From an optimization exercise on the open Yosys and OpenROAD flow, aimed at small area, a short achievable clock period and few clock cycles per item; shortcuts taken in it are not production practice. The RTL was checked by simulation tests, not by an equivalence proof against the original design.

`design/flow/flow/run.sh`:
```
#!/bin/bash
set -euo pipefail
export SETUP_SLACK_MARGIN=9.3
export BUFFER_PORTS_ARGS="-buffer_cell sky130_fd_sc_hd__buf_4"
bash standard.sh > standard.log 2>&1
```
`design/flow/design.v`:
```
module Milestone1 (
		input logic Clock,
		input logic Resetn,
		input logic Start,
		output logic Stop,
		output logic   [17:0]   SRAM_address,
		output logic   [15:0]   SRAM_write_data,
		output logic            SRAM_we_n,
		input  logic   [15:0]   SRAM_read_data
);
logic        running;       
logic        vrow;          
logic [4:0]  ph;            
logic [6:0]  c;             
logic [14:0] w;             
logic [2:0]  rdp;           
logic [17:0] rgb;           
logic        lastrow;       
logic        a_rd, a_wr, a_isy, a_isv, a_yb;    
logic [1:0]  a_k;
logic        k_odd, k_eveny, k_sh, k_ldu, k_ldv, k_ldo;
logic [5:0]  k_src;         
logic [2:0]  k_wsel;        
logic        fle76, fe77, fe78, fe79;    
wire c79     = fe79;
wire wrap    = ((ph == 5'd9) & ~c79) | (ph == 5'd16);
wire last_wr = running & lastrow & c79 & (ph == 5'd10);
wire [4:0] phN  = wrap ? 5'd0 : ph + 5'd1;
wire [6:0] cN   = wrap ? (c79 ? 7'd0 : c + 7'd1) : c;
wire       vrN  = (wrap & c79) ? 1'b0 : vrow;
wire nle76 = wrap ? ((c <= 7'd75) | c79) : fle76;
wire ne77  = wrap ? (c == 7'd76) : fe77;
wire ne78  = wrap ? fe77 : fe78;
wire ne79  = wrap ? fe78 : fe79;
logic        d_rd, d_wr, d_isy, d_isv, d_yb, d_odd, d_sh, d_ldu, d_ldv, d_ldo;
logic [1:0]  d_k;
logic [5:0]  d_src;
logic [2:0]  d_wsel;
always_comb begin
	logic real_r, le76, le77, le78, e77, e78, e79, upre, vpre, dupn;
	real_r = ~vrN;
	le76 = nle76; le77 = nle76 | ne77; le78 = le77 | ne78;
	e77 = ne77; e78 = ne78; e79 = ne79;
	upre = (real_r & le77) | (e78 & ~lastrow);
	vpre = (real_r & le76) | (e77 & ~lastrow);
	dupn = ~le77;
	d_rd = 1'b0; d_wr = 1'b0; d_isy = 1'b0; d_isv = 1'b0; d_yb = 1'b0; d_k = 2'd0;
	d_odd = 1'b0; d_sh = 1'b0; d_ldu = 1'b0; d_ldv = 1'b0; d_ldo = 1'b0; d_src = 6'd0; d_wsel = 3'd0;
	case (phN)
		5'd0: begin d_rd = upre; d_k = 2'd2; end
		5'd1: begin d_rd = real_r; d_isy = 1'b1; d_yb = 1'b1; end
		5'd2, 5'd3, 5'd4, 5'd7, 5'd8, 5'd9: d_wr = real_r;
		5'd5: begin d_rd = vpre; d_isv = 1'b1; d_k = 2'd3; end
		5'd6: begin
			if (e79) begin d_rd = ~lastrow; d_isv = 1'b1; d_k = 2'd2; end
			else begin d_rd = real_r & le78; d_isy = 1'b1; d_k = 2'd1; end
		end
		5'd10: begin d_rd = ~lastrow; d_k = 2'd2; end
		5'd11: begin d_rd = ~lastrow; d_isv = 1'b1; d_k = 2'd3; end
		5'd13: begin d_rd = ~lastrow; d_isy = 1'b1; d_k = 2'd1; end
		default: ;
	endcase
	d_odd = (phN == 5'd1) | (phN == 5'd6);
	d_ldo = (phN == 5'd1) | (phN == 5'd2) | (phN == 5'd6) | (phN == 5'd7);
	d_wsel[0] = (phN == 5'd2) | (phN == 5'd7);
	d_wsel[1] = (phN == 5'd3) | (phN == 5'd8);
	d_wsel[2] = (phN == 5'd4) | (phN == 5'd9);
	if (e79 & (phN >= 5'd5)) begin
		d_sh = 1'b1;
		case (phN)
			5'd5, 5'd13: d_src = 6'b000001;
			5'd11, 5'd15: d_src = 6'b000010;
			5'd6: d_src = 6'b000100;
			5'd12, 5'd16: d_src = 6'b001000;
			5'd14: d_src = 6'b010000;
			default: d_src = 6'b100000;
		endcase
	end else begin
		case (phN)
			5'd3: begin d_sh = 1'b1; d_src = dupn ? 6'b100000 : 6'b000001; end
			5'd4: begin d_sh = 1'b1; d_src = dupn ? 6'b100000 : 6'b010000; end
			5'd8: begin d_sh = 1'b1; d_src = dupn ? 6'b100000 : 6'b000010; end
			5'd9: begin d_sh = 1'b1; d_src = dupn ? 6'b100000 : 6'b001000; end
			default: ;
		endcase
	end
	d_ldu = ((phN == 5'd4) & upre) | (e79 & (phN == 5'd14));
	d_ldv = ((phN == 5'd9) & vpre) | (e79 & ((phN == 5'd12) | (phN == 5'd15)));
end
wire [17:0] a_x = a_isy ? {{2{vrow}}, w, 1'b0} : {{3{vrow}}, w};
logic [17:0] a_c;
always_comb begin
	case ({a_isy, a_isv, a_k[0]})
		3'b100: a_c = 18'd1;            
		3'b101: a_c = 18'd2;            
		3'b010: a_c = 18'd57602;
		3'b011: a_c = 18'd57603;
		default: a_c = 18'd38402;
	endcase
end
wire [17:0] a_ad = a_x + a_c;
wire go = running & ~last_wr;
always_ff @(posedge Clock or negedge Resetn) begin
	if (~Resetn) begin
		running <= 1'b0; vrow <= 1'b1; ph <= 5'd4; c <= 7'd77; w <= 15'h7ffd;
		fle76 <= 1'b0; fe77 <= 1'b1; fe78 <= 1'b0; fe79 <= 1'b0;
		rdp <= 3'd0; rgb <= 18'd146944; lastrow <= 1'b0;
		SRAM_address <= 18'd0; SRAM_we_n <= 1'b1; Stop <= 1'b0;
		a_rd <= 1'b0; a_wr <= 1'b0; a_isy <= 1'b0; a_isv <= 1'b0; a_yb <= 1'b0; a_k <= 2'd0;
		k_odd <= 1'b0; k_eveny <= 1'b1; k_sh <= 1'b0; k_ldu <= 1'b0; k_ldv <= 1'b0; k_ldo <= 1'b0;
		k_src <= 6'd0; k_wsel <= 3'd0;
	end else begin
		if (Start) running <= 1'b1;
		lastrow <= ~vrow & (w >= 15'd19120);
		Stop <= running & lastrow & c79 & (ph == 5'd9);
		if (running) begin
			ph <= phN; c <= cN; vrow <= vrN;
			fle76 <= nle76; fe77 <= ne77; fe78 <= ne78; fe79 <= ne79;
			if (wrap) w <= w + 15'd1;
		end
		if (last_wr) begin
			running <= 1'b0; vrow <= 1'b1; ph <= 5'd4; c <= 7'd77; w <= 15'h7ffd;
			fle76 <= 1'b0; fe77 <= 1'b1; fe78 <= 1'b0; fe79 <= 1'b0;
		end
		a_rd <= go & d_rd; a_wr <= go & d_wr; a_isy <= d_isy; a_isv <= d_isv; a_yb <= d_yb; a_k <= d_k;
		k_odd <= d_odd; k_eveny <= ~d_odd; k_sh <= go & d_sh; k_ldu <= go & d_ldu; k_ldv <= go & d_ldv; k_ldo <= go & d_ldo;
		k_src <= d_src; k_wsel <= d_wsel;
		rdp <= {rdp[1:0], a_rd};
		SRAM_we_n <= ~a_wr;
		if (a_wr) begin
			SRAM_address <= rgb; rgb <= rgb + 18'd1;
		end else if (a_rd) begin
			SRAM_address <= a_ad;
		end
		if (~running) rgb <= 18'd146944;
	end
end
logic [15:0] D;                  
logic [7:0]  pu_hi, pu_lo, pv_hi, pv_lo;
logic [7:0]  ch [0:10];          
logic [9:0]  vhold;              
logic [22:0] yt;                 
logic [8:0]  cu, cv;             
logic [10:0] cu3, cv3;           
logic        nu, nv;
logic [7:0]  b0;
always_ff @(posedge Clock) begin
	if (rdp[2]) D <= SRAM_read_data;
end
logic [7:0] chin;
always_comb begin
	chin = ({8{k_src[0]}} & pv_hi) | ({8{k_src[1]}} & pv_lo) | ({8{k_src[2]}} & pu_hi)
	     | ({8{k_src[3]}} & pu_lo) | ({8{k_src[4]}} & D[15:8]) | ({8{k_src[5]}} & ch[1]);
end
integer i;
always_ff @(posedge Clock) begin
	if (k_sh) begin
		ch[0] <= chin;
		for (i = 1; i <= 10; i = i + 1) ch[i] <= ch[i-1];
	end
	if (k_ldu) begin pu_hi <= D[15:8]; pu_lo <= D[7:0]; end
	if (k_ldv) begin pv_hi <= D[15:8]; pv_lo <= D[7:0]; end
end
logic [8:0] fA, fB, fC;
always_ff @(posedge Clock) begin
	fA <= {1'b0, ch[9]} + {1'b0, chin};
	fB <= {1'b0, ch[7]} + {1'b0, ch[1]};
	fC <= {1'b0, ch[5]} + {1'b0, ch[3]} + 9'd1;
end
wire fl_1 = fA[5] ^ fA[3] ^ fA[1];
wire fl_2 = (fA[5] & fA[3]) | (fA[5] & fA[1]) | (fA[3] & fA[1]);
wire fl_3 = fA[6] ^ fA[4] ^ fA[2];
wire fl_4 = (fA[6] & fA[4]) | (fA[6] & fA[2]) | (fA[4] & fA[2]);
wire fl_5 = ~fB[0] ^ fB[3];
wire fl_6 = ~fB[0] & fB[3];
wire fl_7 = fA[7] ^ fA[5] ^ fA[3];
wire fl_8 = (fA[7] & fA[5]) | (fA[7] & fA[3]) | (fA[5] & fA[3]);
wire fl_9 = ~fB[1] ^ fB[4] ^ fB[5];
wire fl_10 = (~fB[1] & fB[4]) | (~fB[1] & fB[5]) | (fB[4] & fB[5]);
wire fl_11 = fC[0] ^ fC[2];
wire fl_12 = fC[0] & fC[2];
wire fl_13 = fA[8] ^ fA[6] ^ fA[4];
wire fl_14 = (fA[8] & fA[6]) | (fA[8] & fA[4]) | (fA[6] & fA[4]);
wire fl_15 = ~fB[2] ^ fB[5] ^ fB[6];
wire fl_16 = (~fB[2] & fB[5]) | (~fB[2] & fB[6]) | (fB[5] & fB[6]);
wire fl_17 = fC[1] ^ fC[3] ^ ~fC[8];
wire fl_18 = (fC[1] & fC[3]) | (fC[1] & ~fC[8]) | (fC[3] & ~fC[8]);
wire fl_19 = fA[7] ^ fA[5] ^ ~fB[3];
wire fl_20 = (fA[7] & fA[5]) | (fA[7] & ~fB[3]) | (fA[5] & ~fB[3]);
wire fl_21 = fB[6] ^ fB[7] ^ fC[2];
wire fl_22 = (fB[6] & fB[7]) | (fB[6] & fC[2]) | (fB[7] & fC[2]);
wire fl_23 = fC[4] ^ 1'b1;
wire fl_24 = fC[4] & 1'b1;
wire fl_25 = fA[8] ^ fA[6] ^ ~fB[4];
wire fl_26 = (fA[8] & fA[6]) | (fA[8] & ~fB[4]) | (fA[6] & ~fB[4]);
wire fl_27 = fB[7] ^ fB[8] ^ fC[3];
wire fl_28 = (fB[7] & fB[8]) | (fB[7] & fC[3]) | (fB[8] & fC[3]);
wire fl_29 = fC[5] ^ 1'b1;
wire fl_30 = fC[5] & 1'b1;
wire fl_31 = fA[7] ^ ~fB[5] ^ fB[8];
wire fl_32 = (fA[7] & ~fB[5]) | (fA[7] & fB[8]) | (~fB[5] & fB[8]);
wire fl_33 = fC[4] ^ fC[6];
wire fl_34 = fC[4] & fC[6];
wire fl_35 = fA[8] ^ ~fB[6];
wire fl_36 = fA[8] & ~fB[6];
wire fl_37 = fA[3] ^ fA[1];
wire fl_38 = fA[3] & fA[1];
wire fl_39 = fA[4] ^ fA[2] ^ fA[0];
wire fl_40 = (fA[4] & fA[2]) | (fA[4] & fA[0]) | (fA[2] & fA[0]);
wire fl_41 = fB[1] ^ fB[2];
wire fl_42 = fB[1] & fB[2];
wire fl_43 = fl_1 ^ fB[2] ^ fB[3];
wire fl_44 = (fl_1 & fB[2]) | (fl_1 & fB[3]) | (fB[2] & fB[3]);
wire fl_45 = fC[0] ^ ~fC[5] ^ 1'b1;
wire fl_46 = (fC[0] & ~fC[5]) | (fC[0] & 1'b1) | (~fC[5] & 1'b1);
wire fl_47 = fl_2 ^ fl_3 ^ fl_5;
wire fl_48 = (fl_2 & fl_3) | (fl_2 & fl_5) | (fl_3 & fl_5);
wire fl_49 = fB[4] ^ fC[1] ^ ~fC[6];
wire fl_50 = (fB[4] & fC[1]) | (fB[4] & ~fC[6]) | (fC[1] & ~fC[6]);
wire fl_51 = fl_4 ^ fl_6 ^ fl_7;
wire fl_52 = (fl_4 & fl_6) | (fl_4 & fl_7) | (fl_6 & fl_7);
wire fl_53 = fl_9 ^ fl_11 ^ ~fC[7];
wire fl_54 = (fl_9 & fl_11) | (fl_9 & ~fC[7]) | (fl_11 & ~fC[7]);
wire fl_55 = fl_8 ^ fl_10 ^ fl_12;
wire fl_56 = (fl_8 & fl_10) | (fl_8 & fl_12) | (fl_10 & fl_12);
wire fl_57 = fl_13 ^ fl_15 ^ fl_17;
wire fl_58 = (fl_13 & fl_15) | (fl_13 & fl_17) | (fl_15 & fl_17);
wire fl_59 = fl_14 ^ fl_16 ^ fl_18;
wire fl_60 = (fl_14 & fl_16) | (fl_14 & fl_18) | (fl_16 & fl_18);
wire fl_61 = fl_19 ^ fl_21 ^ fl_23;
wire fl_62 = (fl_19 & fl_21) | (fl_19 & fl_23) | (fl_21 & fl_23);
wire fl_63 = fl_20 ^ fl_22 ^ fl_24;
wire fl_64 = (fl_20 & fl_22) | (fl_20 & fl_24) | (fl_22 & fl_24);
wire fl_65 = fl_25 ^ fl_27 ^ fl_29;
wire fl_66 = (fl_25 & fl_27) | (fl_25 & fl_29) | (fl_27 & fl_29);
wire fl_67 = fl_26 ^ fl_28 ^ fl_30;
wire fl_68 = (fl_26 & fl_28) | (fl_26 & fl_30) | (fl_28 & fl_30);
wire fl_69 = fl_31 ^ fl_33 ^ 1'b1;
wire fl_70 = (fl_31 & fl_33) | (fl_31 & 1'b1) | (fl_33 & 1'b1);
wire fl_71 = fl_32 ^ fl_34 ^ fl_35;
wire fl_72 = (fl_32 & fl_34) | (fl_32 & fl_35) | (fl_34 & fl_35);
wire fl_73 = fC[5] ^ fC[7] ^ 1'b1;
wire fl_74 = (fC[5] & fC[7]) | (fC[5] & 1'b1) | (fC[7] & 1'b1);
wire fl_75 = fl_36 ^ ~fB[7] ^ fC[6];
wire fl_76 = (fl_36 & ~fB[7]) | (fl_36 & fC[6]) | (~fB[7] & fC[6]);
wire fl_77 = fC[8] ^ 1'b1;
wire fl_78 = fC[8] & 1'b1;
wire fl_79 = ~fB[8] ^ fC[7];
wire fl_80 = ~fB[8] & fC[7];
wire fl_81 = fA[2] ^ fA[0];
wire fl_82 = fA[2] & fA[0];
wire fl_83 = fl_37 ^ fB[0] ^ fB[1];
wire fl_84 = (fl_37 & fB[0]) | (fl_37 & fB[1]) | (fB[0] & fB[1]);
wire fl_85 = fl_38 ^ fl_39 ^ fl_41;
wire fl_86 = (fl_38 & fl_39) | (fl_38 & fl_41) | (fl_39 & fl_41);
wire fl_87 = fl_40 ^ fl_42 ^ fl_43;
wire fl_88 = (fl_40 & fl_42) | (fl_40 & fl_43) | (fl_42 & fl_43);
wire fl_89 = fl_44 ^ fl_46 ^ fl_47;
wire fl_90 = (fl_44 & fl_46) | (fl_44 & fl_47) | (fl_46 & fl_47);
wire fl_91 = fl_48 ^ fl_50 ^ fl_51;
wire fl_92 = (fl_48 & fl_50) | (fl_48 & fl_51) | (fl_50 & fl_51);
wire fl_93 = fl_52 ^ fl_54 ^ fl_55;
wire fl_94 = (fl_52 & fl_54) | (fl_52 & fl_55) | (fl_54 & fl_55);
wire fl_95 = fl_56 ^ fl_58 ^ fl_59;
wire fl_96 = (fl_56 & fl_58) | (fl_56 & fl_59) | (fl_58 & fl_59);
wire fl_97 = fl_60 ^ fl_62 ^ fl_63;
wire fl_98 = (fl_60 & fl_62) | (fl_60 & fl_63) | (fl_62 & fl_63);
wire fl_99 = fl_64 ^ fl_66 ^ fl_67;
wire fl_100 = (fl_64 & fl_66) | (fl_64 & fl_67) | (fl_66 & fl_67);
wire fl_101 = fl_68 ^ fl_70 ^ fl_71;
wire fl_102 = (fl_68 & fl_70) | (fl_68 & fl_71) | (fl_70 & fl_71);
wire fl_103 = fl_72 ^ fl_74 ^ fl_75;
wire fl_104 = (fl_72 & fl_74) | (fl_72 & fl_75) | (fl_74 & fl_75);
wire fl_105 = fl_76 ^ fl_78 ^ fl_79;
wire fl_106 = (fl_76 & fl_78) | (fl_76 & fl_79) | (fl_78 & fl_79);
wire fl_107 = fA[1] ^ ~fC[1];
wire fl_108 = fA[1] & ~fC[1];
wire fl_109 = fl_81 ^ fB[0] ^ ~fC[2];
wire fl_110 = (fl_81 & fB[0]) | (fl_81 & ~fC[2]) | (fB[0] & ~fC[2]);
wire fl_111 = fl_82 ^ fl_83 ^ ~fC[3];
wire fl_112 = (fl_82 & fl_83) | (fl_82 & ~fC[3]) | (fl_83 & ~fC[3]);
wire fl_113 = fl_84 ^ fl_85 ^ ~fC[4];
wire fl_114 = (fl_84 & fl_85) | (fl_84 & ~fC[4]) | (fl_85 & ~fC[4]);
wire fl_115 = fl_86 ^ fl_87 ^ fl_45;
wire fl_116 = (fl_86 & fl_87) | (fl_86 & fl_45) | (fl_87 & fl_45);
wire fl_117 = fl_88 ^ fl_89 ^ fl_49;
wire fl_118 = (fl_88 & fl_89) | (fl_88 & fl_49) | (fl_89 & fl_49);
wire fl_119 = fl_90 ^ fl_91 ^ fl_53;
wire fl_120 = (fl_90 & fl_91) | (fl_90 & fl_53) | (fl_91 & fl_53);
wire fl_121 = fl_92 ^ fl_93 ^ fl_57;
wire fl_122 = (fl_92 & fl_93) | (fl_92 & fl_57) | (fl_93 & fl_57);
wire fl_123 = fl_94 ^ fl_95 ^ fl_61;
wire fl_124 = (fl_94 & fl_95) | (fl_94 & fl_61) | (fl_95 & fl_61);
wire fl_125 = fl_96 ^ fl_97 ^ fl_65;
wire fl_126 = (fl_96 & fl_97) | (fl_96 & fl_65) | (fl_97 & fl_65);
wire fl_127 = fl_98 ^ fl_99 ^ fl_69;
wire fl_128 = (fl_98 & fl_99) | (fl_98 & fl_69) | (fl_99 & fl_69);
wire fl_129 = fl_100 ^ fl_101 ^ fl_73;
wire fl_130 = (fl_100 & fl_101) | (fl_100 & fl_73) | (fl_101 & fl_73);
wire fl_131 = fl_102 ^ fl_103 ^ fl_77;
wire fl_132 = (fl_102 & fl_103) | (fl_102 & fl_77) | (fl_103 & fl_77);
wire fl_133 = fl_104 ^ fl_105 ^ 1'b1;
wire fl_134 = (fl_104 & fl_105) | (fl_104 & 1'b1) | (fl_105 & 1'b1);
wire fl_135 = fl_106 ^ fl_80 ^ fC[8];
wire fl_136 = (fl_106 & fl_80) | (fl_106 & fC[8]) | (fl_80 & fC[8]);
wire [18:0] fl_a = {1'b1, 1'b1, fl_136, fl_134, fl_132, fl_130, fl_128, fl_126, fl_124, fl_122, fl_120, fl_118, fl_116, fl_114, fl_112, fl_110, fl_108, fl_107, fA[0]};
wire [18:0] fl_b = {1'b0, 1'b0, 1'b1, fl_135, fl_133, fl_131, fl_129, fl_127, fl_125, fl_123, fl_121, fl_119, fl_117, fl_115, fl_113, fl_111, fl_109, 1'b1, ~fC[0]};
logic [18:0] fa, fb;             
always_ff @(posedge Clock) begin
	fa <= fl_a; fb <= fl_b;
end
wire [18:0] fs = fa + fb;
wire [9:0]  fr = {fs[18], fs[16:8]};    
wire [10:0] f3 = {2'd0, fr[8:0]} + {1'b0, fr[8:0], 1'b0};
wire [7:0]  eu = ch[6], ev = ch[7];
wire [10:0] eu3 = {3'd0, eu} + {2'd0, eu, 1'b0};
wire [10:0] ev3 = {3'd0, ev} + {2'd0, ev, 1'b0};
wire [10:0] vh3 = {2'd0, vhold[8:0]} + {1'b0, vhold[8:0], 1'b0};
wire [7:0] Yv = k_eveny ? D[15:8] : D[7:0];
wire ym_1 = Yv[5] ^ Yv[3];
wire ym_2 = Yv[5] & Yv[3];
wire ym_3 = Yv[6] ^ Yv[4] ^ Yv[2];
wire ym_4 = (Yv[6] & Yv[4]) | (Yv[6] & Yv[2]) | (Yv[4] & Yv[2]);
wire ym_5 = Yv[7] ^ Yv[5] ^ Yv[3];
wire ym_6 = (Yv[7] & Yv[5]) | (Yv[7] & Yv[3]) | (Yv[5] & Yv[3]);
wire ym_7 = Yv[6] ^ Yv[4] ^ Yv[1];
wire ym_8 = (Yv[6] & Yv[4]) | (Yv[6] & Yv[1]) | (Yv[4] & Yv[1]);
wire ym_9 = Yv[7] ^ Yv[5];
wire ym_10 = Yv[7] & Yv[5];
wire ym_11 = Yv[6] ^ Yv[3];
wire ym_12 = Yv[6] & Yv[3];
wire ym_13 = ~Yv[7] ^ Yv[0];
wire ym_14 = ~Yv[7] & Yv[0];
wire ym_15 = Yv[3] ^ Yv[1];
wire ym_16 = Yv[3] & Yv[1];
wire ym_17 = Yv[4] ^ Yv[2] ^ Yv[0];
wire ym_18 = (Yv[4] & Yv[2]) | (Yv[4] & Yv[0]) | (Yv[2] & Yv[0]);
wire ym_19 = ym_1 ^ Yv[1] ^ 1'b1;
wire ym_20 = (ym_1 & Yv[1]) | (ym_1 & 1'b1) | (Yv[1] & 1'b1);
wire ym_21 = ym_2 ^ ym_3 ^ 1'b1;
wire ym_22 = (ym_2 & ym_3) | (ym_2 & 1'b1) | (ym_3 & 1'b1);
wire ym_23 = ym_4 ^ ym_5 ^ Yv[0];
wire ym_24 = (ym_4 & ym_5) | (ym_4 & Yv[0]) | (ym_5 & Yv[0]);
wire ym_25 = ym_6 ^ ym_7 ^ 1'b1;
wire ym_26 = (ym_6 & ym_7) | (ym_6 & 1'b1) | (ym_7 & 1'b1);
wire ym_27 = ym_8 ^ ym_9 ^ Yv[2];
wire ym_28 = (ym_8 & ym_9) | (ym_8 & Yv[2]) | (ym_9 & Yv[2]);
wire ym_29 = ym_10 ^ ym_11 ^ 1'b1;
wire ym_30 = (ym_10 & ym_11) | (ym_10 & 1'b1) | (ym_11 & 1'b1);
wire ym_31 = ym_12 ^ Yv[7] ^ Yv[4];
wire ym_32 = (ym_12 & Yv[7]) | (ym_12 & Yv[4]) | (Yv[7] & Yv[4]);
wire [22:0] ym_a = {1'b0, Yv[7], Yv[6], ym_32, ym_30, ym_28, ym_26, ym_24, ym_22, ym_20, ym_18, ym_16, ym_15, Yv[2], ym_14, ym_13, ~Yv[6], ~Yv[5], ~Yv[4], ~Yv[3], ~Yv[2], ~Yv[1], ~Yv[0]};
wire [22:0] ym_b = {1'b0, 1'b0, 1'b0, Yv[5], ym_31, ym_29, ym_27, ym_25, ym_23, ym_21, ym_19, ym_17, 1'b1, Yv[0], Yv[1], 1'b1, 1'b0, 1'b1, 1'b1, 1'b0, 1'b0, 1'b0, 1'b1};
wire [22:0] ytn = ym_a + ym_b;
always_ff @(posedge Clock) begin
	vhold <= fr;
	yt <= ytn;
	if (k_odd) begin
		cu <= fr[8:0]; cu3 <= f3; nu <= fr[9];
		cv <= vhold[8:0]; cv3 <= vh3; nv <= vhold[9];
	end else begin
		cu <= {1'b0, eu}; cu3 <= eu3; nu <= 1'b0;
		cv <= {1'b0, ev}; cv3 <= ev3; nv <= 1'b0;
	end
end
wire clr_1 = yt[5] ^ cv3[7];
wire clr_2 = yt[5] & cv3[7];
wire clr_3 = yt[6] ^ cv3[8] ^ cv[1];
wire clr_4 = (yt[6] & cv3[8]) | (yt[6] & cv[1]) | (cv3[8] & cv[1]);
wire clr_5 = yt[7] ^ cv3[9] ^ cv[2];
wire clr_6 = (yt[7] & cv3[9]) | (yt[7] & cv[2]) | (cv3[9] & cv[2]);
wire clr_7 = yt[8] ^ cv3[10] ^ cv[3];
wire clr_8 = (yt[8] & cv3[10]) | (yt[8] & cv[3]) | (cv3[10] & cv[3]);
wire clr_9 = yt[9] ^ cv3[0] ^ cv[4];
wire clr_10 = (yt[9] & cv3[0]) | (yt[9] & cv[4]) | (cv3[0] & cv[4]);
wire clr_11 = yt[10] ^ cv3[1] ^ cv[5];
wire clr_12 = (yt[10] & cv3[1]) | (yt[10] & cv[5]) | (cv3[1] & cv[5]);
wire clr_13 = yt[11] ^ cv3[2];
wire clr_14 = yt[11] & cv3[2];
wire clr_15 = yt[12] ^ cv3[3] ^ cv[7];
wire clr_16 = (yt[12] & cv3[3]) | (yt[12] & cv[7]) | (cv3[3] & cv[7]);
wire clr_17 = yt[13] ^ cv3[0] ^ cv3[4];
wire clr_18 = (yt[13] & cv3[0]) | (yt[13] & cv3[4]) | (cv3[0] & cv3[4]);
wire clr_19 = yt[14] ^ cv3[1];
wire clr_20 = yt[14] & cv3[1];
wire clr_21 = yt[15] ^ cv3[2] ^ cv3[6];
wire clr_22 = (yt[15] & cv3[2]) | (yt[15] & cv3[6]) | (cv3[2] & cv3[6]);
wire clr_23 = yt[16] ^ cv3[3] ^ cv3[7];
wire clr_24 = (yt[16] & cv3[3]) | (yt[16] & cv3[7]) | (cv3[3] & cv3[7]);
wire clr_25 = yt[17] ^ cv3[4];
wire clr_26 = yt[17] & cv3[4];
wire clr_27 = yt[18] ^ cv3[5] ^ cv3[9];
wire clr_28 = (yt[18] & cv3[5]) | (yt[18] & cv3[9]) | (cv3[5] & cv3[9]);
wire clr_29 = yt[19] ^ cv3[6];
wire clr_30 = yt[19] & cv3[6];
wire clr_31 = yt[2] ^ cv3[4];
wire clr_32 = yt[2] & cv3[4];
wire clr_33 = yt[3] ^ cv3[5] ^ cv[1];
wire clr_34 = (yt[3] & cv3[5]) | (yt[3] & cv[1]) | (cv3[5] & cv[1]);
wire clr_35 = yt[4] ^ cv3[6] ^ cv[2];
wire clr_36 = (yt[4] & cv3[6]) | (yt[4] & cv[2]) | (cv3[6] & cv[2]);
wire clr_37 = clr_1 ^ cv[0] ^ cv[3];
wire clr_38 = (clr_1 & cv[0]) | (clr_1 & cv[3]) | (cv[0] & cv[3]);
wire clr_39 = clr_2 ^ clr_3 ^ cv[4];
wire clr_40 = (clr_2 & clr_3) | (clr_2 & cv[4]) | (clr_3 & cv[4]);
wire clr_41 = clr_4 ^ clr_5 ^ cv[5];
wire clr_42 = (clr_4 & clr_5) | (clr_4 & cv[5]) | (clr_5 & cv[5]);
wire clr_43 = clr_6 ^ clr_7 ^ cv[6];
wire clr_44 = (clr_6 & clr_7) | (clr_6 & cv[6]) | (clr_7 & cv[6]);
wire clr_45 = clr_8 ^ clr_9 ^ cv[7];
wire clr_46 = (clr_8 & clr_9) | (clr_8 & cv[7]) | (clr_9 & cv[7]);
wire clr_47 = clr_10 ^ clr_11 ^ cv[8];
wire clr_48 = (clr_10 & clr_11) | (clr_10 & cv[8]) | (clr_11 & cv[8]);
wire clr_49 = clr_12 ^ clr_13 ^ cv[6];
wire clr_50 = (clr_12 & clr_13) | (clr_12 & cv[6]) | (clr_13 & cv[6]);
wire clr_51 = clr_14 ^ clr_15 ^ 1'b1;
wire clr_52 = (clr_14 & clr_15) | (clr_14 & 1'b1) | (clr_15 & 1'b1);
wire clr_53 = clr_16 ^ clr_17 ^ cv[8];
wire clr_54 = (clr_16 & clr_17) | (clr_16 & cv[8]) | (clr_17 & cv[8]);
wire clr_55 = clr_18 ^ clr_19 ^ cv3[5];
wire clr_56 = (clr_18 & clr_19) | (clr_18 & cv3[5]) | (clr_19 & cv3[5]);
wire clr_57 = clr_20 ^ clr_21 ^ 1'b1;
wire clr_58 = (clr_20 & clr_21) | (clr_20 & 1'b1) | (clr_21 & 1'b1);
wire clr_59 = clr_22 ^ clr_23 ^ 1'b1;
wire clr_60 = (clr_22 & clr_23) | (clr_22 & 1'b1) | (clr_23 & 1'b1);
wire clr_61 = clr_24 ^ clr_25 ^ cv3[8];
wire clr_62 = (clr_24 & clr_25) | (clr_24 & cv3[8]) | (clr_25 & cv3[8]);
wire clr_63 = clr_26 ^ clr_27 ^ 1'b1;
wire clr_64 = (clr_26 & clr_27) | (clr_26 & 1'b1) | (clr_27 & 1'b1);
wire clr_65 = clr_28 ^ clr_29 ^ cv3[10];
wire clr_66 = (clr_28 & clr_29) | (clr_28 & cv3[10]) | (clr_29 & cv3[10]);
wire clr_67 = clr_30 ^ yt[20] ^ cv3[7];
wire clr_68 = (clr_30 & yt[20]) | (clr_30 & cv3[7]) | (yt[20] & cv3[7]);
wire clr_69 = yt[21] ^ cv3[8];
wire clr_70 = yt[21] & cv3[8];
wire clr_71 = yt[22] ^ cv3[9] ^ 1'b1;
wire clr_72 = (yt[22] & cv3[9]) | (yt[22] & 1'b1) | (cv3[9] & 1'b1);
wire clr_73 = cv3[10] ^ 1'b1;
wire clr_74 = cv3[10] & 1'b1;
wire [27:0] clr_a = {1'b1, clr_74, clr_72, clr_70, clr_68, clr_66, clr_64, clr_62, clr_60, clr_58, clr_56, clr_54, clr_52, clr_50, clr_48, clr_46, clr_44, clr_42, clr_40, clr_38, clr_36, clr_34, clr_32, clr_31, yt[1], yt[0], cv3[1], cv3[0]};
wire [27:0] clr_b = {1'b0, 1'b1, clr_73, clr_71, clr_69, clr_67, clr_65, clr_63, clr_61, clr_59, clr_57, clr_55, clr_53, clr_51, clr_49, clr_47, clr_45, clr_43, clr_41, clr_39, clr_37, clr_35, clr_33, cv[0], cv3[3], cv3[2], 1'b0, 1'b0};
wire [27:0] Rs = clr_a + clr_b;
wire clg_1 = yt[3] ^ ~cu3[2];
wire clg_2 = yt[3] & ~cu3[2];
wire clg_3 = yt[4] ^ ~cu3[3];
wire clg_4 = yt[4] & ~cu3[3];
wire clg_5 = yt[5] ^ ~cu3[4];
wire clg_6 = yt[5] & ~cu3[4];
wire clg_7 = yt[6] ^ ~cu3[5];
wire clg_8 = yt[6] & ~cu3[5];
wire clg_9 = yt[9] ^ ~cu3[8];
wire clg_10 = yt[9] & ~cu3[8];
wire clg_11 = yt[10] ^ ~cu3[9] ^ ~cu[2];
wire clg_12 = (yt[10] & ~cu3[9]) | (yt[10] & ~cu[2]) | (~cu3[9] & ~cu[2]);
wire clg_13 = ~cv[0] ^ ~cv[7];
wire clg_14 = ~cv[0] & ~cv[7];
wire clg_15 = yt[11] ^ ~cu3[0] ^ ~cu3[10];
wire clg_16 = (yt[11] & ~cu3[0]) | (yt[11] & ~cu3[10]) | (~cu3[0] & ~cu3[10]);
wire clg_17 = ~cu[3] ^ ~cv[1] ^ ~cv[8];
wire clg_18 = (~cu[3] & ~cv[1]) | (~cu[3] & ~cv[8]) | (~cv[1] & ~cv[8]);
wire clg_19 = yt[12] ^ ~cu3[1] ^ ~cu[4];
wire clg_20 = (yt[12] & ~cu3[1]) | (yt[12] & ~cu[4]) | (~cu3[1] & ~cu[4]);
wire clg_21 = ~cv3[0] ^ ~cv[2];
wire clg_22 = ~cv3[0] & ~cv[2];
wire clg_23 = yt[13] ^ ~cu3[2] ^ ~cu[5];
wire clg_24 = (yt[13] & ~cu3[2]) | (yt[13] & ~cu[5]) | (~cu3[2] & ~cu[5]);
wire clg_25 = ~cv3[1] ^ ~cv[3] ^ 1'b1;
wire clg_26 = (~cv3[1] & ~cv[3]) | (~cv3[1] & 1'b1) | (~cv[3] & 1'b1);
wire clg_27 = yt[14] ^ ~cu3[3] ^ ~cu[6];
wire clg_28 = (yt[14] & ~cu3[3]) | (yt[14] & ~cu[6]) | (~cu3[3] & ~cu[6]);
wire clg_29 = ~cv3[2] ^ ~cv[4];
wire clg_30 = ~cv3[2] & ~cv[4];
wire clg_31 = yt[15] ^ ~cu3[4] ^ ~cu[7];
wire clg_32 = (yt[15] & ~cu3[4]) | (yt[15] & ~cu[7]) | (~cu3[4] & ~cu[7]);
wire clg_33 = ~cv3[3] ^ ~cv[5];
wire clg_34 = ~cv3[3] & ~cv[5];
wire clg_35 = yt[16] ^ ~cu3[5] ^ ~cu[8];
wire clg_36 = (yt[16] & ~cu3[5]) | (yt[16] & ~cu[8]) | (~cu3[5] & ~cu[8]);
wire clg_37 = ~cv3[4] ^ ~cv[6] ^ 1'b1;
wire clg_38 = (~cv3[4] & ~cv[6]) | (~cv3[4] & 1'b1) | (~cv[6] & 1'b1);
wire clg_39 = yt[17] ^ ~cu3[6] ^ ~cv3[5];
wire clg_40 = (yt[17] & ~cu3[6]) | (yt[17] & ~cv3[5]) | (~cu3[6] & ~cv3[5]);
wire clg_41 = yt[18] ^ ~cu3[7] ^ ~cv3[6];
wire clg_42 = (yt[18] & ~cu3[7]) | (yt[18] & ~cv3[6]) | (~cu3[7] & ~cv3[6]);
wire clg_43 = yt[1] ^ ~cu3[0];
wire clg_44 = yt[1] & ~cu3[0];
wire clg_45 = yt[2] ^ ~cu3[1];
wire clg_46 = yt[2] & ~cu3[1];
wire clg_47 = clg_1 ^ ~cv[0] ^ ~cv[5];
wire clg_48 = (clg_1 & ~cv[0]) | (clg_1 & ~cv[5]) | (~cv[0] & ~cv[5]);
wire clg_49 = clg_2 ^ clg_3 ^ ~cv[1];
wire clg_50 = (clg_2 & clg_3) | (clg_2 & ~cv[1]) | (clg_3 & ~cv[1]);
wire clg_51 = clg_4 ^ clg_5 ^ ~cv[2];
wire clg_52 = (clg_4 & clg_5) | (clg_4 & ~cv[2]) | (clg_5 & ~cv[2]);
wire clg_53 = clg_6 ^ clg_7 ^ ~cv[3];
wire clg_54 = (clg_6 & clg_7) | (clg_6 & ~cv[3]) | (clg_7 & ~cv[3]);
wire clg_55 = clg_8 ^ yt[7] ^ ~cu3[6];
wire clg_56 = (clg_8 & yt[7]) | (clg_8 & ~cu3[6]) | (yt[7] & ~cu3[6]);
wire clg_57 = yt[8] ^ ~cu3[7] ^ ~cu[0];
wire clg_58 = (yt[8] & ~cu3[7]) | (yt[8] & ~cu[0]) | (~cu3[7] & ~cu[0]);
wire clg_59 = clg_9 ^ ~cu[1] ^ ~cv[6];
wire clg_60 = (clg_9 & ~cu[1]) | (clg_9 & ~cv[6]) | (~cu[1] & ~cv[6]);
wire clg_61 = clg_10 ^ clg_11 ^ clg_13;
wire clg_62 = (clg_10 & clg_11) | (clg_10 & clg_13) | (clg_11 & clg_13);
wire clg_63 = clg_12 ^ clg_14 ^ clg_15;
wire clg_64 = (clg_12 & clg_14) | (clg_12 & clg_15) | (clg_14 & clg_15);
wire clg_65 = clg_16 ^ clg_18 ^ clg_19;
wire clg_66 = (clg_16 & clg_18) | (clg_16 & clg_19) | (clg_18 & clg_19);
wire clg_67 = clg_20 ^ clg_22 ^ clg_23;
wire clg_68 = (clg_20 & clg_22) | (clg_20 & clg_23) | (clg_22 & clg_23);
wire clg_69 = clg_24 ^ clg_26 ^ clg_27;
wire clg_70 = (clg_24 & clg_26) | (clg_24 & clg_27) | (clg_26 & clg_27);
wire clg_71 = clg_28 ^ clg_30 ^ clg_31;
wire clg_72 = (clg_28 & clg_30) | (clg_28 & clg_31) | (clg_30 & clg_31);
wire clg_73 = clg_32 ^ clg_34 ^ clg_35;
wire clg_74 = (clg_32 & clg_34) | (clg_32 & clg_35) | (clg_34 & clg_35);
wire clg_75 = clg_36 ^ clg_38 ^ clg_39;
wire clg_76 = (clg_36 & clg_38) | (clg_36 & clg_39) | (clg_38 & clg_39);
wire clg_77 = clg_40 ^ clg_41 ^ ~cv[8];
wire clg_78 = (clg_40 & clg_41) | (clg_40 & ~cv[8]) | (clg_41 & ~cv[8]);
wire clg_79 = clg_42 ^ yt[19] ^ ~cu3[8];
wire clg_80 = (clg_42 & yt[19]) | (clg_42 & ~cu3[8]) | (yt[19] & ~cu3[8]);
wire clg_81 = yt[20] ^ ~cu3[9] ^ ~cv3[8];
wire clg_82 = (yt[20] & ~cu3[9]) | (yt[20] & ~cv3[8]) | (~cu3[9] & ~cv3[8]);
wire clg_83 = yt[21] ^ ~cu3[10];
wire clg_84 = yt[21] & ~cu3[10];
wire clg_85 = yt[22] ^ ~cv3[10];
wire clg_86 = yt[22] & ~cv3[10];
wire clg_87 = clg_43 ^ ~cv[3];
wire clg_88 = clg_43 & ~cv[3];
wire clg_89 = clg_44 ^ clg_45 ^ ~cv[4];
wire clg_90 = (clg_44 & clg_45) | (clg_44 & ~cv[4]) | (clg_45 & ~cv[4]);
wire clg_91 = clg_46 ^ clg_47 ^ 1'b1;
wire clg_92 = (clg_46 & clg_47) | (clg_46 & 1'b1) | (clg_47 & 1'b1);
wire clg_93 = clg_48 ^ clg_49 ^ ~cv[6];
wire clg_94 = (clg_48 & clg_49) | (clg_48 & ~cv[6]) | (clg_49 & ~cv[6]);
wire clg_95 = clg_50 ^ clg_51 ^ ~cv[7];
wire clg_96 = (clg_50 & clg_51) | (clg_50 & ~cv[7]) | (clg_51 & ~cv[7]);
wire clg_97 = clg_52 ^ clg_53 ^ ~cv[8];
wire clg_98 = (clg_52 & clg_53) | (clg_52 & ~cv[8]) | (clg_53 & ~cv[8]);
wire clg_99 = clg_54 ^ clg_55 ^ ~cv[4];
wire clg_100 = (clg_54 & clg_55) | (clg_54 & ~cv[4]) | (clg_55 & ~cv[4]);
wire clg_101 = clg_56 ^ clg_57 ^ ~cv[5];
wire clg_102 = (clg_56 & clg_57) | (clg_56 & ~cv[5]) | (clg_57 & ~cv[5]);
wire clg_103 = clg_58 ^ clg_59 ^ 1'b1;
wire clg_104 = (clg_58 & clg_59) | (clg_58 & 1'b1) | (clg_59 & 1'b1);
wire clg_105 = clg_60 ^ clg_61 ^ 1'b1;
wire clg_106 = (clg_60 & clg_61) | (clg_60 & 1'b1) | (clg_61 & 1'b1);
wire clg_107 = clg_62 ^ clg_63 ^ clg_17;
wire clg_108 = (clg_62 & clg_63) | (clg_62 & clg_17) | (clg_63 & clg_17);
wire clg_109 = clg_64 ^ clg_65 ^ clg_21;
wire clg_110 = (clg_64 & clg_65) | (clg_64 & clg_21) | (clg_65 & clg_21);
wire clg_111 = clg_66 ^ clg_67 ^ clg_25;
wire clg_112 = (clg_66 & clg_67) | (clg_66 & clg_25) | (clg_67 & clg_25);
wire clg_113 = clg_68 ^ clg_69 ^ clg_29;
wire clg_114 = (clg_68 & clg_69) | (clg_68 & clg_29) | (clg_69 & clg_29);
wire clg_115 = clg_70 ^ clg_71 ^ clg_33;
wire clg_116 = (clg_70 & clg_71) | (clg_70 & clg_33) | (clg_71 & clg_33);
wire clg_117 = clg_72 ^ clg_73 ^ clg_37;
wire clg_118 = (clg_72 & clg_73) | (clg_72 & clg_37) | (clg_73 & clg_37);
wire clg_119 = clg_74 ^ clg_75 ^ ~cv[7];
wire clg_120 = (clg_74 & clg_75) | (clg_74 & ~cv[7]) | (clg_75 & ~cv[7]);
wire clg_121 = clg_76 ^ clg_77 ^ 1'b1;
wire clg_122 = (clg_76 & clg_77) | (clg_76 & 1'b1) | (clg_77 & 1'b1);
wire clg_123 = clg_78 ^ clg_79 ^ ~cv3[7];
wire clg_124 = (clg_78 & clg_79) | (clg_78 & ~cv3[7]) | (clg_79 & ~cv3[7]);
wire clg_125 = clg_80 ^ clg_81 ^ 1'b1;
wire clg_126 = (clg_80 & clg_81) | (clg_80 & 1'b1) | (clg_81 & 1'b1);
wire clg_127 = clg_82 ^ clg_83 ^ ~cv3[9];
wire clg_128 = (clg_82 & clg_83) | (clg_82 & ~cv3[9]) | (clg_83 & ~cv3[9]);
wire clg_129 = clg_84 ^ clg_85 ^ 1'b1;
wire clg_130 = (clg_84 & clg_85) | (clg_84 & 1'b1) | (clg_85 & 1'b1);
wire [27:0] clg_a = {1'b1, 1'b1, clg_130, clg_128, clg_126, clg_124, clg_122, clg_120, clg_118, clg_116, clg_114, clg_112, clg_110, clg_108, clg_106, clg_104, clg_102, clg_100, clg_98, clg_96, clg_94, clg_92, clg_90, clg_88, clg_87, yt[0], ~cv[1], ~cv[0]};
wire [27:0] clg_b = {1'b0, 1'b0, clg_86, clg_129, clg_127, clg_125, clg_123, clg_121, clg_119, clg_117, clg_115, clg_113, clg_111, clg_109, clg_107, clg_105, clg_103, clg_101, clg_99, clg_97, clg_95, clg_93, clg_91, clg_89, 1'b1, ~cv[2], 1'b0, 1'b1};
wire [27:0] Gs = clg_a + clg_b;
wire clb_1 = yt[8] ^ cu[0] ^ cu[3];
wire clb_2 = (yt[8] & cu[0]) | (yt[8] & cu[3]) | (cu[0] & cu[3]);
wire clb_3 = yt[9] ^ cu[1] ^ cu[4];
wire clb_4 = (yt[9] & cu[1]) | (yt[9] & cu[4]) | (cu[1] & cu[4]);
wire clb_5 = yt[10] ^ cu[2] ^ cu[5];
wire clb_6 = (yt[10] & cu[2]) | (yt[10] & cu[5]) | (cu[2] & cu[5]);
wire clb_7 = yt[11] ^ cu[3] ^ cu[6];
wire clb_8 = (yt[11] & cu[3]) | (yt[11] & cu[6]) | (cu[3] & cu[6]);
wire clb_9 = yt[5] ^ cu[0];
wire clb_10 = yt[5] & cu[0];
wire clb_11 = yt[6] ^ cu[1] ^ cu3[5];
wire clb_12 = (yt[6] & cu[1]) | (yt[6] & cu3[5]) | (cu[1] & cu3[5]);
wire clb_13 = yt[7] ^ cu[2] ^ cu3[6];
wire clb_14 = (yt[7] & cu[2]) | (yt[7] & cu3[6]) | (cu[2] & cu3[6]);
wire clb_15 = clb_1 ^ cu3[7] ^ cu3[10];
wire clb_16 = (clb_1 & cu3[7]) | (clb_1 & cu3[10]) | (cu3[7] & cu3[10]);
wire clb_17 = clb_2 ^ clb_3 ^ cu3[8];
wire clb_18 = (clb_2 & clb_3) | (clb_2 & cu3[8]) | (clb_3 & cu3[8]);
wire clb_19 = clb_4 ^ clb_5 ^ cu3[9];
wire clb_20 = (clb_4 & clb_5) | (clb_4 & cu3[9]) | (clb_5 & cu3[9]);
wire clb_21 = clb_6 ^ clb_7 ^ cu3[10];
wire clb_22 = (clb_6 & clb_7) | (clb_6 & cu3[10]) | (clb_7 & cu3[10]);
wire clb_23 = clb_8 ^ yt[12] ^ cu[4];
wire clb_24 = (clb_8 & yt[12]) | (clb_8 & cu[4]) | (yt[12] & cu[4]);
wire clb_25 = yt[13] ^ cu[5];
wire clb_26 = yt[13] & cu[5];
wire clb_27 = yt[1] ^ cu3[0];
wire clb_28 = yt[1] & cu3[0];
wire clb_29 = yt[2] ^ cu3[1] ^ cu3[4];
wire clb_30 = (yt[2] & cu3[1]) | (yt[2] & cu3[4]) | (cu3[1] & cu3[4]);
wire clb_31 = yt[3] ^ cu3[2] ^ cu3[5];
wire clb_32 = (yt[3] & cu3[2]) | (yt[3] & cu3[5]) | (cu3[2] & cu3[5]);
wire clb_33 = yt[4] ^ cu3[3] ^ cu3[6];
wire clb_34 = (yt[4] & cu3[3]) | (yt[4] & cu3[6]) | (cu3[3] & cu3[6]);
wire clb_35 = clb_9 ^ cu3[4] ^ cu3[7];
wire clb_36 = (clb_9 & cu3[4]) | (clb_9 & cu3[7]) | (cu3[4] & cu3[7]);
wire clb_37 = clb_10 ^ clb_11 ^ cu3[8];
wire clb_38 = (clb_10 & clb_11) | (clb_10 & cu3[8]) | (clb_11 & cu3[8]);
wire clb_39 = clb_12 ^ clb_13 ^ cu3[9];
wire clb_40 = (clb_12 & clb_13) | (clb_12 & cu3[9]) | (clb_13 & cu3[9]);
wire clb_41 = clb_14 ^ clb_15 ^ 1'b1;
wire clb_42 = (clb_14 & clb_15) | (clb_14 & 1'b1) | (clb_15 & 1'b1);
wire clb_43 = clb_16 ^ clb_17 ^ 1'b1;
wire clb_44 = (clb_16 & clb_17) | (clb_16 & 1'b1) | (clb_17 & 1'b1);
wire clb_45 = clb_18 ^ clb_19 ^ 1'b1;
wire clb_46 = (clb_18 & clb_19) | (clb_18 & 1'b1) | (clb_19 & 1'b1);
wire clb_47 = clb_20 ^ clb_21 ^ 1'b1;
wire clb_48 = (clb_20 & clb_21) | (clb_20 & 1'b1) | (clb_21 & 1'b1);
wire clb_49 = clb_22 ^ clb_23 ^ cu[7];
wire clb_50 = (clb_22 & clb_23) | (clb_22 & cu[7]) | (clb_23 & cu[7]);
wire clb_51 = clb_24 ^ clb_25 ^ cu[8];
wire clb_52 = (clb_24 & clb_25) | (clb_24 & cu[8]) | (clb_25 & cu[8]);
wire clb_53 = clb_26 ^ yt[14] ^ cu[6];
wire clb_54 = (clb_26 & yt[14]) | (clb_26 & cu[6]) | (yt[14] & cu[6]);
wire clb_55 = yt[15] ^ cu[0] ^ cu[7];
wire clb_56 = (yt[15] & cu[0]) | (yt[15] & cu[7]) | (cu[0] & cu[7]);
wire clb_57 = yt[16] ^ cu[1] ^ cu[8];
wire clb_58 = (yt[16] & cu[1]) | (yt[16] & cu[8]) | (cu[1] & cu[8]);
wire clb_59 = yt[17] ^ cu[2];
wire clb_60 = yt[17] & cu[2];
wire clb_61 = yt[18] ^ cu[3];
wire clb_62 = yt[18] & cu[3];
wire clb_63 = yt[19] ^ cu[4] ^ 1'b1;
wire clb_64 = (yt[19] & cu[4]) | (yt[19] & 1'b1) | (cu[4] & 1'b1);
wire clb_65 = yt[20] ^ cu[5] ^ 1'b1;
wire clb_66 = (yt[20] & cu[5]) | (yt[20] & 1'b1) | (cu[5] & 1'b1);
wire clb_67 = yt[21] ^ cu[6] ^ 1'b1;
wire clb_68 = (yt[21] & cu[6]) | (yt[21] & 1'b1) | (cu[6] & 1'b1);
wire clb_69 = yt[22] ^ cu[7];
wire clb_70 = yt[22] & cu[7];
wire clb_71 = cu[8] ^ 1'b1;
wire clb_72 = cu[8] & 1'b1;
wire [27:0] clb_a = {1'b1, clb_72, clb_70, clb_68, clb_66, clb_64, clb_62, clb_60, clb_58, clb_56, clb_54, clb_52, clb_50, clb_48, clb_46, clb_44, clb_42, clb_40, clb_38, clb_36, clb_34, clb_32, clb_30, clb_28, clb_27, yt[0], cu3[1], cu3[0]};
wire [27:0] clb_b = {1'b0, 1'b1, clb_71, clb_69, clb_67, clb_65, clb_63, clb_61, clb_59, clb_57, clb_55, clb_53, clb_51, clb_49, clb_47, clb_45, clb_43, clb_41, clb_39, clb_37, clb_35, clb_33, clb_31, clb_29, cu3[3], cu3[2], 1'b0, 1'b0};
wire [27:0] Bs = clb_a + clb_b;
logic [29:0] o;                  
wire [9:0] Rq = {Rs[27] | nv, |Rs[26:24], Rs[23:16]};
wire [9:0] Gq = {Gs[27] | nu | nv, |Gs[26:24], Gs[23:16]};
wire [9:0] Bq = {Bs[27] | nu, |Bs[26:24], Bs[23:16]};
function automatic [7:0] clip(input logic [9:0] q);
	clip = q[9] ? 8'd0 : q[8] ? 8'd255 : q[7:0];
endfunction
wire [7:0] oR = clip(o[29:20]), oG = clip(o[19:10]), oB = clip(o[9:0]);
logic [15:0] gb;
always_ff @(posedge Clock) begin
	o <= {Rq, Gq, Bq};
	b0 <= oB;
	gb <= {oG, oB};
	SRAM_write_data <= ({16{k_wsel[0]}} & {oR, oG}) | ({16{k_wsel[1]}} & {b0, oR})
	                 | ({16{k_wsel[2]}} & gb);
end
endmodule
```
`design/flow/standard.sh`:
```
#!/bin/bash
# synth_recipe.tcl (not shown) runs the flow's synth.tcl, then flattens the netlist and writes it again
# the make line also repeats each setting of config.mk as NAME=value (left out here)
make -C /OpenROAD-flow-scripts/flow DESIGN_CONFIG=/design/flow/config.mk WORK_HOME=/design/flow/orfs CLKGATE_MAP_FILE= SYNTH_SCRIPT=/design/flow/synth_recipe.tcl "${@:-finish}"
```
`design/flow/config.mk`:
```
export PLATFORM = sky130hd
export DESIGN_NAME = Milestone1
export DESIGN_NICKNAME = Milestone1
export VERILOG_FILES = /design/flow/design.v
export SDC_FILE = /design/flow/constraint.sdc
export NUM_CORES = 4
export LEC_CHECK = 0
export CAP_MARGIN = 20
export CORE_MARGIN = 2
export CORE_UTILIZATION = 30
export PLACE_DENSITY = 0.5
export SLEW_MARGIN = 20
```
`design/flow/constraint.sdc`:
```
create_clock -name core_clock -period 13.0 [get_ports {Clock}]
set_input_delay 2.6000 -clock core_clock [delete_from_list [all_inputs] [get_ports {Clock}]]
set_output_delay 2.6000 -clock core_clock [all_outputs]
set_load 0.01 [all_outputs]
```
==> out/results.tsv, run 1 <==
stage	metric	value	unit
sta	setup_viol	0	
place	dpl_cell_area	26100	um^2
logic_synthesis	synth_top_area_share	15.8	%
route	finalWirelength	58500	um
route	wl_met3	2560	um
logic_synthesis	avgSynthCellArea	10.8	um^2
cells_and_area	layout-drive-gt1-share	13.7	%
cells_and_area	register_area	10200	um^2
sta	hold_viol_final	0	
setup_path	arrival	1.20	ns
route	vias	16000	
clock_tree	htree_levels	2	
logic_synthesis	synth_seq_cells	416	
logic_synthesis	synth_area	24500	um^2
clock_tree	clockRootBuffer	clkbuf_16	
global_route	grt_pass1_wl	93100	um
worst_hold_path	min_path_type	reg -> reg	
logic_synthesis	synth-edff-count	128	
setup_path	critPathBufInv	1	
setup_path	worstRegToRegCells	14	
route	avgRoutedWirePerCell	16.9	um
route	dr_wl_met2	27700	um
cells_and_area	antenna_cells	0	
logic_synthesis	yosysTopAreaCell	dfxtp_1	
logic_synthesis	yosysWarnings	2	
logic_synthesis	synthCells	2272	
floorplanning	coreArea	80700	um^2
floorplanning	die_area	84000	um^2
setup_path	r2r_slack	9.36	ns
floorplanning	dieWidth	290	um
place	gp_congestion	0.908	
sta	slew_headroom	28.1	%
setup_path	r2r_start	k_eveny	
logic_synthesis	synth-seq-area-share	41.3	%
route	drt-initial-drc-count	879	
sta	skew	0.0263	ns
cells_and_area	area_growth	16.1	%
sta	slew_violations	0	
global_route	antenna_found_initial	0	
setup_path	endpoint	SRAM_we_n	
clock_tree	tritoncts	done	
place	dp_hpwl	45800	um
setup_path	crit_required	10.40	ns
logic_synthesis	synth.area.top_cells	dfxtp_1 (16%), edfxtp_1 (16%), ha_1 (13%)	
floorplanning	rows	104	
route	post_drt_via_cell_ratio	4.62	
setup_path	crit_slowest_cell	dfstp_2	
global_route	track_usage	13.9	%
setup_path	worstSetupEndpointType	primary output	
clock_tree	clk_latency	0.58	ns
floorplanning	pin_count	55	
place	dp.cells	3343	
place	dp_slack	8.81	ns
global_route	grt_max_degree	81	
setup_path	worstSetupStartpoint	SRAM_we_n	
sta	grt_setup_unrepaired	yes	
setup_path	cp_top_family	flip-flops	
cells_and_area	multi_input_area	13200	um^2
route	ant_nets	0	
route	drc	0	
setup_path	path_cells	buf_6	
setup_path	crit_type	reg -> out	
sta	period_minus_slack	3.80	ns
place	io_buffers	54	
sta	clock.fmax	263	MHz
cells_and_area	fin_area	28500	um^2
clock_tree	path_clk_slew	0.06	ns
cells_and_area	fin_cells	3460	
cells_and_area	fin_util	35.3	%
status	status	finished clean	
floorplanning	initial_core_util	30.4	%
setup_path	regToRegEndpoint	yt[20]	
route	dr.pass1.iters	7	
cells_and_area	nets	2791	
sta	tightest_slew	1.08	ns
cells_and_area	nFillCells	8029	
global_route	grt_pass1_vias	16800	
clock_tree	ctsLongestPathBuffers	3	
clock_tree	numCtsBuffers	47	
logic_synthesis	synth.net_count	2699	
floorplanning	die_h	290	um
global_route	globalRouteOverflowTotal	0	
run	maxCapViolCount	0	
clock_tree	postCtsHoldBufs	0	
logic_synthesis	synth.distinct_cells	87	
clock_tree	cts_sinks	416	
setup_path	startpoint_type	register	
setup_path	path_max_fanout	1	
sta	fin_crit_sh	29.2	%
route	top_layer	met4	
sta	timing.final.ws_setup	9.20	ns
logic_synthesis	synth_ff_type	dfxtp_1	
setup_path	path_depth	1	
route	wl_met1	26500	um
sta	finalSetupTns	0	ns
setup_path	slowest_delay	0.53	ns
sta	fin_hold_ws	0.349	ns
logic_synthesis	synthArstFlopShare	22.6	%
## cell type report
cell class              count  share of cell area (%)
multi-input cells        1445                    46.5
flip-flops and latches    416                    35.7
clock buffers              67                    4.85
inverters                 363                    4.79
well taps                1060                    4.66
repair buffers             91                    2.72
clock inverters            18                   0.734
## worst register-to-register path, delay by kind of cell, from the launching register on
family                   cells  cell delay, ns
flip-flops                   1            0.73
AND/OR/NAND/NOR              1            0.11
adder cells (fa/ha/maj)      3            1.03
AO/OA/AOI/OAI                6            1.04
buffers and inverters        3            0.31
multiplexers                 1            0.33
## sequential cells by signal (all words and copies together), names as in the netlist, 9 cells and up
name and flops:
ch 80, o 30, yt 23, SRAM_address 18
rgb 18, fa 17, D 16, SRAM_write_data 16
gb 16, fb 15, w 15, cu3 10
cv3 10, vhold 10, cu 9, cv 9
fA 9, fB 9, fC 9
## synth_stat cells (all sizes together) (5+ instances only)
library cell and instances:
inv 363, ha 252, dfxtp 194, fa 156, nor2 132, nand2 131, edfxtp 128, a21oi 105
xnor2 91, o21ai 89, dfrtp 65, nand3 47, xor2 39, a21o 32, clkbuf 32, dfstp 29
a22oi 28, mux2i 27, o21bai 27, mux2 26, and2 21, nor3 21, and3 20, nor2b 18
a222oi 16, buf 16, o21a 16, nand4 15, a211oi 13, nand2b 12, o211ai 11, a31oi 10
o31ai 9, or3 9, o22ai 8, a211o 5, a21boi 5, nand3b 5, nor3b 5
## layer usage
metal	vias up	global-route usage [%]
li1	7831	-
met1	7818	18.0
met2	242	23.3
met3	90	2.77
met4	0	4.61
met5	-	0
## what timing repair did
action,CTS,global route
endpoints found under the setup margin,41,46
endpoints found under the hold margin,0,0
buffers inserted,14,18
pin swaps,11,33
gates resized for setup,60,69
## placed cells by master, fill, tap and decap left out, types with 24 or more instances in the layout
cell / synthesis / routed
xor2_1: 39 / 38
ha_1: 252 / 243
a22oi_1: 28 / 28
inv_1: 363 / 353
nand2_1: 131 / 131
fa_1: 156 / 155
nand3_1: 47 / 47
buf_4: 0 / 67
dfrtp_1: 65 / 62
clkbuf_16: 0 / 47
a21oi_1: 103 / 92
dfstp_2: 29 / 28
nor2_1: 132 / 132
buf_6: 2 / 24
edfxtp_1: 128 / 128
dfxtp_1: 194 / 177
o21ai_0: 82 / 77
mux2_2: 26 / 24
a21o_1: 32 / 32
xnor2_1: 90 / 86
o21bai_1: 27 / 26
## cell families after synthesis
family	Yosys count	synth area share, %
buffers and inverters	411	6.39
and+or+nand+nor	451	8.75
DFF	416	41.3
AOI/OAI and AO/OA	402	10.9
muxes	53	2.31
adders and majority gates	408	25.6
xor gates and xnor gates	131	4.77
## how the worst min path moves through the flow
stage	to	cells after the start	slack, ns	from
after floorplan	rdp[1]	0	0.33	rdp[0]
after global placement	rdp[2]	0	0.34	rdp[1]
after detailed placement	rdp[1]	0	0.34	rdp[0]
after CTS	rdp[1]	0	0.35	rdp[0]
after global routing	rdp[2]	0	0.37	rdp[1]
final	rdp[1]	0	0.35	rdp[0]
Testbench counts, summed over its fixed seeds: cycles 774,832, frames 4.
==> run 2, diff against run 1 <==
==> design/flow/flow/run.sh (replaced) <==
#!/bin/bash
set -euo pipefail
export SETUP_SLACK_MARGIN=9.3
export TNS_END_PERCENT=10
export BUFFER_PORTS_ARGS="-buffer_cell sky130_fd_sc_hd__buf_4"
bash standard.sh > standard.log 2>&1
==> run 2 against run 1 <==
Clock-buffer cell count unchanged. Cell area decreased by 1.5%. Core utilization down 0.52 points. Routed wire length decreased by 0.77%. Sequential share of layout area rose by 0.49 points. Critical path type unchanged.
==> out/results.tsv, run 2 <==
stage	metric	value	unit	change
cells_and_area	top_regs	ch x80, o x30, yt x23		
cells_and_area	final_common_cell	inv_1		
sta	clock.fmax	263	MHz	+0.15%
place	dpl_cell_area	26100	um^2	unchanged
floorplanning	rows	104		unchanged
clock_tree	clk_latency	0.58	ns	about the same
clock_tree	path_clk_slew	0.06	ns	about the same
cells_and_area	nets	2772		-0.68%
global_route	antenna_found_initial	0		unchanged
global_route	globalRouteOverflowTotal	0		unchanged
setup_path	crit_type	reg -> out		
sta	slew_headroom	28.1	%	+0.070 points
logic_synthesis	synth_ff_type	dfxtp_1		
sta	tightest_slew	1.08	ns	-0.00105 ns
floorplanning	die_h	290	um	unchanged
sta	skew	0.0251	ns	-0.00124 ns
sta	period_minus_slack	3.80	ns	-0.00556 ns
place	io_buffers	54		unchanged
floorplanning	die_area	84000	um^2	unchanged
logic_synthesis	synth-edff-count	128		unchanged
logic_synthesis	avgSynthCellArea	10.8	um^2	unchanged
cells_and_area	area_growth	14.3	%	
logic_synthesis	synth_compound_area_share	10.9	%	unchanged
sta	slew_violations	0		unchanged
route	post_drt_via_cell_ratio	4.63		+0.17%
logic_synthesis	synthCells	2272		unchanged
logic_synthesis	synth.area.top_cells	dfxtp_1 (16%), edfxtp_1 (16%), ha_1 (13%)		
logic_synthesis	yosysMostFrequentCell	inv_1		
run	maxCapViolCount	0		unchanged
setup_path	startpoint_type	register		
setup_path	slowest_delay	0.52	ns	about the same
clock_tree	cts_sinks	416		unchanged
place	gp_congestion	0.908		unchanged
setup_path	critPathBufInv	1		unchanged
clock_tree	tritoncts	done		
sta	setup_viol	0		unchanged
logic_synthesis	synth_top_family_by_area	adder cells		
clock_tree	clockRootBuffer	clkbuf_16		
setup_path	cp_top_family	flip-flops		
floorplanning	dieWidth	290	um	unchanged
logic_synthesis	synth-simple-area-share	8.75	%	unchanged
floorplanning	pin_count	55		unchanged
global_route	grt_pass1_vias	16700		-0.28%
logic_synthesis	synthXorXnorAreaFrac	4.77	%	unchanged
route	vias	15900		-0.38%
route	drc	0		unchanged
logic_synthesis	synth_area	24500	um^2	unchanged
logic_synthesis	synth_fa_ha_area_share	25.6	%	unchanged
route	ant_nets	0		unchanged
logic_synthesis	synth_top_area_share	15.8	%	unchanged
cells_and_area	largest_register_ffs	80		unchanged
setup_path	worstSetupEndpointType	primary output		
logic_synthesis	synthArstFlopShare	22.6	%	unchanged
route	finalWirelength	58000	um	-0.77%
floorplanning	coreArea	80700	um^2	unchanged
logic_synthesis	yosysTopAreaCell	dfxtp_1		
clock_tree	htree_levels	2		unchanged
setup_path	crit_slowest_cell	dfstp_2		
logic_synthesis	synthMuxAreaShare	2.31	%	unchanged
setup_path	crit_required	10.40	ns	about the same
global_route	track_usage	13.9	%	-0.030 points
sta	grt_setup_unrepaired	yes		
setup_path	path_max_fanout	1		unchanged
logic_synthesis	synth.distinct_cells	87		unchanged
cells_and_area	antenna_cells	0		unchanged
logic_synthesis	synth_seq_cells	416		unchanged
logic_synthesis	synth_commonest_cells	inv_1 (363), ha_1 (252), dfxtp_1 (194), fa_1 (156), nor2_1 (132)		
route	avgRoutedWirePerCell	16.9	um	-0.22%
clock_tree	numCtsBuffers	47		unchanged
cells_and_area	final_cell_mix	inv_1 (362), ha_1 (250), dfxtp_1 (183), fa_1 (156), nor2_1 (132)		
sta	finalSetupTns	0	ns	unchanged
setup_path	arrival	1.20	ns	about the same
route	dr.pass1.iters	6		-1
floorplanning	initial_core_util	30.4	%	unchanged
cells_and_area	fin_area	28000	um^2	-1.5%
route	drt-initial-drc-count	994		+13%
sta	hold_viol_final	0		unchanged
logic_synthesis	synth-seq-area-share	41.3	%	unchanged
logic_synthesis	yosysWarnings	2		unchanged
worst_hold_path	min_path_type	reg -> reg		
setup_path	path_cells	buf_6		
logic_synthesis	synth.net_count	2699		unchanged
place	dp_hpwl	45800	um	unchanged
global_route	grt_max_degree	81		unchanged
sta	fin_crit_sh	29.2	%	-0.043 points
status	status	finished clean		
cells_and_area	regMostFlops	ch		
global_route	grt_pass1_wl	92900	um	-0.25%
cells_and_area	layout-drive-gt1-share	11.7	%	-2.0 points
clock_tree	ctsLongestPathBuffers	3		unchanged
-- run 2: cell families (layout without fill, tap and decap cells) --
group	count (synthesis)	count (layout)
buffers and inverters	411	520
multiplexers	53	53
AO/OA/AOI/OAI	402	402
flip-flops	416	416
AND/OR/NAND/NOR	451	451
XOR/XNOR	131	131
adder cells (fa/ha/maj)	408	408
-- run 2: final timing paths --
kind                       startpoint               end  slack [ns]  cells past startpoint
max                         SRAM_we_n         SRAM_we_n        9.20                      1
min                            rdp[0]            rdp[1]        0.35                      0
max reg2reg                   k_eveny            yt[20]        9.23                     12
min reg2reg                    rdp[0]            rdp[1]        0.35                      0
max in group asynchronous      Resetn              k_sh        9.83                      2
min in group asynchronous      Resetn  SRAM_address[12]        1.97                      1
-- run 2: layout make-up --
type                    instances  area [um^2]
clock buffers                  67         1380
clock inverters                18          209
fillers                      8061        52600
inverters                     363         1360
multi-input cells            1445        13100
flip-flops and latches        416        10100
well taps                    1060         1330
repair buffers                 72          544
-- run 2: timing repair --
item                                    4_1_cts  5_1_grt
resized for setup                            35       30
hold buffers                                  0        0
cloned                                        0        0
pin swaps                                    10       10
buffers inserted                             10        3
endpoints found under the setup margin       41       47
-- run 2: routing by layer --
metal | vias up | wire (um) | track usage (%)
met1 | 7762 | 26300 | 17.9
li1 | 7790 | - | -
met4 | 0 | 1810 | 4.61
met2 | 274 | 27300 | 23.3
met5 | - | 0 | 0
met3 | 94 | 2560 | 2.72
-- run 2: metrics by stage --
step	utilization (%)	cells	hold WS [ns]	setup WS, ns
after floorplan	-	2272	0.331	9.30
after global placement	32.3	3343	0.337	8.93
after detailed placement	32.3	3343	0.340	8.81
after CTS	34.6	3438	0.353	9.16
after global routing	34.8	3441	0.366	9.06
final	34.8	3441	0.349	9.20

## what the ideal ports hide
How much do the figures lean on ideal ports? The routed layouts below were timed once more, with nothing changed but the port constraints. Step 1: set_driving_cell puts a clkbuf_16 on Clock and a buf_2 on each other input, an assumption about the parent block. Step 2, shift: input delay + t, output delay - t, t = (earliest + latest rising clock arrival at the registers) / 2. This alone moves slack from input paths to output paths. Slacks: ideal ports / drivers / drivers and shift; pairs: ideal ports / drivers.
| run | t (ns) | slack for setup (ns) | worst register clock-pin slew, ns | cell pins on the clock port's net |
|---|---|---|---|---|
| run 1 | 0.631 | 9.198 / 9.137 / 9.223 | 0.06 / 0.06 | 1 |
| run 2 | 0.631 | 9.204 / 9.143 / 9.231 | 0.06 / 0.06 | 1 |
After both steps setup and hold are still met in every run listed. The worst setup slack also covers recovery checks on asynchronous resets.
